This design comes from an exercise in tuning for small area on the open sky130 flow, not from production work. Where RTL was checked, it was by simulation tests only, not by an equivalence proof against the original. Power is estimated from default activity; no workload was simulated.

the previous run:
## CPU
module CPU (
    output [6:0] disp0, disp1, disp2, disp3, disp4, disp5, disp6, disp7, disp8, disp9, disp10, disp11, disp12, disp13,
    output [2:0] flags,
    output halted,
    output [5:0] mem_addr,
    output mem_wr,
    output [13:0] mem_wdata,
    input [13:0] mem_rdata,
    input clk, rst);
Size: ~980 cells after synthesis, ~140 I/O pins, ~8100 um2 of cells after synthesis.
Settings: LEC_CHECK=0, ABC_AREA=1, CAP_MARGIN=20, CORE_MARGIN=2, CORE_UTILIZATION=55, PLACE_DENSITY=0.7, SLEW_MARGIN=20; clock period 30.0 ns.
standard.sh (not shown) runs the stock make flow with config.mk's settings and CLKGATE_MAP_FILE= SYNTH_SCRIPT=/design/flow/synth_recipe.tcl, a recipe that flattens the netlist after the stock synthesis.
==> flow/flow/run.sh <==
#!/bin/bash
export BUFFER_PORTS_ARGS="-buffer_cell sky130_fd_sc_hd__buf_1"
export CTS_ARGS="-sink_clustering_enable -repair_clock_nets -buf_list {sky130_fd_sc_hd__clkbuf_8} -dont_use_dummy_load"
bash standard.sh > standard.log 2>&1
Setup changes, the previous run to the current run
--- a/flow/design.v
+++ b/flow/design.v
@@ -126,20 +126,27 @@
     always @(*) begin
         z_n = z;
         if (oEQ | oNE) z_n = zcmp;
         if ((oDIV | oSHN) & c1) z_n = zb;
         if (oSHN & ~c0 & ~c1 & ph0) z_n = big;
         if (oMUL) begin
             if (c0) z_n = 1'b0;
             else z_n = z | (ph6 & (co | T[1])) | (c14 & (ph >= 3'd4) & (|s));
         end
     end
+    wire fset = act & ((ph6 & ((c1 & ((oADD & co) | (oSUB & ~co) | oCMP)) | (c0 & oTWO & ~co)
+                                | (c14 & oMUL & z_n) | (c15 & oDIV & ~z)))
+                       | (ph0 & oMOD));
+    wire cond = ((oLT | oGT | oLE | oGE) & (co ^ (oLT | oGT))) | (oEQ & ~zcmp) | (oNE & zcmp);
+    wire [2:0] fv = {oSUB | oDIV | oMOD,
+                     oADD | oTWO | oMUL | (oCMP & ~cond) | oMOD,
+                     oADD | oTWO | oMUL | oDIV | (oCMP & cond) | (oMOD & pv[0])};
     wire fin_act =
           (c0 & (oNOP | oNOT | oCPY | oMOD | oTWO | oDISP))
         | (c1 & (oADD | oLOG | oCMP | (oSUB & co) | oSH1 | (oSHN & ~zb)))
         | (c2 & (oSUB | oLDR))
         | (c14 & oMUL)
         | (c15 & oDIV)
         | (~c0 & ~c1 & oSHN & (z | (U[5:2] + 4'd1 == cnt)));
     wire fin = mST | (act & fin_act);
     wire we_act =
           (c0 & (oNOT | oCPY | oTWO))
@@ -197,29 +204,21 @@
             if (act & oEND) halt <= 1'b1;
             if (ph6) begin
                 if (clr) clr <= 1'b0;
                 if (fin) begin
                     pc <= pc + 6'd1;
                     cnt <= 4'd0;
                 end else if (~clr & ~halt) cnt <= cnt + 4'd1;
                 mLD <= act & oLDR & c0;
                 mST <= act & oSTR & c0;
             end
-            if (act & ph6) begin
-                if (c1 & oADD & co) flg <= 3'd3;
-                if (c1 & oSUB & ~co) flg <= 3'd4;
-                if (c0 & oTWO & ~co) flg <= 3'd3;
-                if (c1 & oCMP) flg <= (((oLT | oGT) & ~co) | ((oLE | oGE) & co) | (oEQ & ~zcmp) | (oNE & zcmp)) ? 3'd1 : 3'd2;
-                if (c14 & oMUL & z_n) flg <= 3'd3;
-                if (c15 & oDIV & ~z) flg <= 3'd5;
-            end
-            if (act & ph0 & oMOD) flg <= pv[0] ? 3'd7 : 3'd6;
+            if (fset) flg <= fv;
             if (act & ph6 & oDISP) begin
                 dv <= {pv, T[13:2]};
                 dm <= op[0];
             end
         end
     end
     function [6:0] hex7(input [3:0] v);
         case (v)
             4'h0: hex7 = 7'b0000001;
             4'h1: hex7 = 7'b1001111;
Notes after the runs:
Between the current run and the previous run, it is the current run whose critical path depth is lower, by 11%. Relative to the previous run, the total vias in the final route measured on the current run has decreased by a few percent. Summary of the current run over the previous run: netlist area before placement was more or less identical; layout inverter count without the clock tree rose about 8%; placed cell area closely matched the old numbers; ratio of cells with drive above 1 in the final layout saw an increase. Status: core utilization parity (the current run, the previous run).
For the previous run, only the layout was checked, not whether the RTL still works.

Another version of the RTL of CPU (not shown whole).
For scale: about 750 cells after synthesis, about 7100 sq um of cells after synthesis.
==> flow/config.mk <==
export PLATFORM = sky130hd
export DESIGN_NAME = CPU
export DESIGN_NICKNAME = CPU
export VERILOG_FILES = /design/flow/design.v
export SDC_FILE = /design/flow/constraint.sdc
export NUM_CORES = 4
export LEC_CHECK = 0
export ABC_AREA = 1
export CAP_MARGIN = 20
export CORE_MARGIN = 2
export CORE_UTILIZATION = 70
export PLACE_DENSITY = 0.8
export SLEW_MARGIN = 20
==> flow/constraint.sdc <==
create_clock -name core_clock -period 30.0 [get_ports {clk}]
set_input_delay 6.0000 -clock core_clock [delete_from_list [all_inputs] [get_ports {clk}]]
set_output_delay 6.0000 -clock core_clock [all_outputs]
set_load 0.01 [all_outputs]
==> flow/flow/run.sh <==
#!/bin/bash
set -uo pipefail
export BUFFER_PORTS_ARGS="-buffer_cell sky130_fd_sc_hd__buf_1"
export CTS_ARGS="-sink_clustering_enable -repair_clock_nets -buf_list {sky130_fd_sc_hd__clkbuf_8} -dont_use_dummy_load"
bash standard.sh synth > standard_synth.log 2>&1 || exit 1
R=orfs/results/sky130hd/CPU/base
if bash flow/resyn.sh $R/1_2_yosys.v $PWD/resyn_out.v $PWD/resyn_work > resyn.log 2>&1; then
  cp $R/1_2_yosys.v standard_1_2_yosys.v
  cp resyn_out.v $R/1_2_yosys.v
  rm -f $R/1_synth.odb
fi
bash standard.sh > standard.log 2>&1
Other scripts of this flow, unchanged in this note and not shown: flow/flow/abc_r4.script, flow/flow/abc_r4m.script, flow/flow/abc_r6.script, flow/flow/abc_r6m.script, flow/flow/abc_s13.script, flow/flow/abc_s2.script, flow/flow/abc_s4.script, flow/flow/abc_s5.script, flow/flow/abc_s6.script, flow/flow/resyn.sh
Change:
--- a/flow/design.v
+++ b/flow/design.v
@@ -235,18 +235,18 @@
             4'hF: hex7 = 7'b0111000;
             default: hex7 = 7'b1111111;
         endcase
     endfunction
     function [6:0] bin7(input b, input h);
         bin7 = {b | h, h, h, b | h, b | h, b | h, 1'b1};
     endfunction
-    assign disp0 = hex7({dm & dv[3], dm & dv[2], dm & dv[1], dv[0]});
-    assign disp1 = hex7({dm & dv[7], dm & dv[6], dm & dv[5], dm ? dv[4] : dv[1]});
-    assign disp2 = hex7({dm & dv[11], dm & dv[10], dm & dv[9], dm ? dv[8] : dv[2]});
-    assign disp3 = hex7({2'b00, dm & dv[13], dm ? dv[12] : dv[3]});
+    assign disp0 = dm ? hex7(dv[3:0]) : bin7(dv[0], 1'b0);
+    assign disp1 = dm ? hex7(dv[7:4]) : bin7(dv[1], 1'b0);
+    assign disp2 = dm ? hex7(dv[11:8]) : bin7(dv[2], 1'b0);
+    assign disp3 = dm ? hex7({2'b00, dv[13:12]}) : bin7(dv[3], 1'b0);
     assign disp4 = bin7(dv[4], dm);
     assign disp5 = bin7(dv[5], dm);
     assign disp6 = bin7(dv[6], dm);
     assign disp7 = bin7(dv[7], dm);
     assign disp8 = bin7(dv[8], dm);
     assign disp9 = bin7(dv[9], dm);
     assign disp10 = bin7(dv[10], dm);
The changed run finished clean.
Sequential power barely changes.
Die area rises by 0.35%.
Power increases by 1.9%.
Flip-flop and latch count is unchanged.
Worst setup slack is worse by 0.53 ns.
Utilization went down by 0.11 points.
Non-clock buffer count is unchanged.
Via count shrinks by 1.9%.
First-iteration DRC count rises by 59%.
Hold slack gets worse by 0.0045 ns.

## static timing again, ports no longer ideal
No port has a modelled driver above. Below, the same layouts with a new extraction and two added sets of constraints. Step 1 (the two cells are an assumption about what drives the block):
set clk [get_ports {clk}]
set_driving_cell -lib_cell sky130_fd_sc_hd__clkbuf_16 $clk
set_driving_cell -lib_cell sky130_fd_sc_hd__buf_2 [delete_from_list [all_inputs] $clk]
Step 2 times the ports against the registers' clock, not the clock port: input delays grow and output delays shrink by t, the midpoint of the rising clock arrivals with the driver on. Three values: ideal ports, drivers, drivers and shift; two values: the first two.
| run | t (ns) | setup slack, ns | pins driven straight from the clock port |
|---|---|---|---|
| the previous run | 0.491 | 19.596 / 19.585 / 19.095 | 1 |
| the current run | 0.482 | 19.663 / 19.678 / 19.196 | 1 |
| the first run of note 2 | 0.485 | 19.267 / 19.268 / 18.783 | 1 |
| the second run of note 2 | 0.475 | 18.739 / 18.749 / 18.275 | 1 |
After both steps every run listed still meets setup and hold. For the previous run, which loses most, drivers alone change the setup slack by -0.011 ns; drivers and shift together by -0.501 ns.
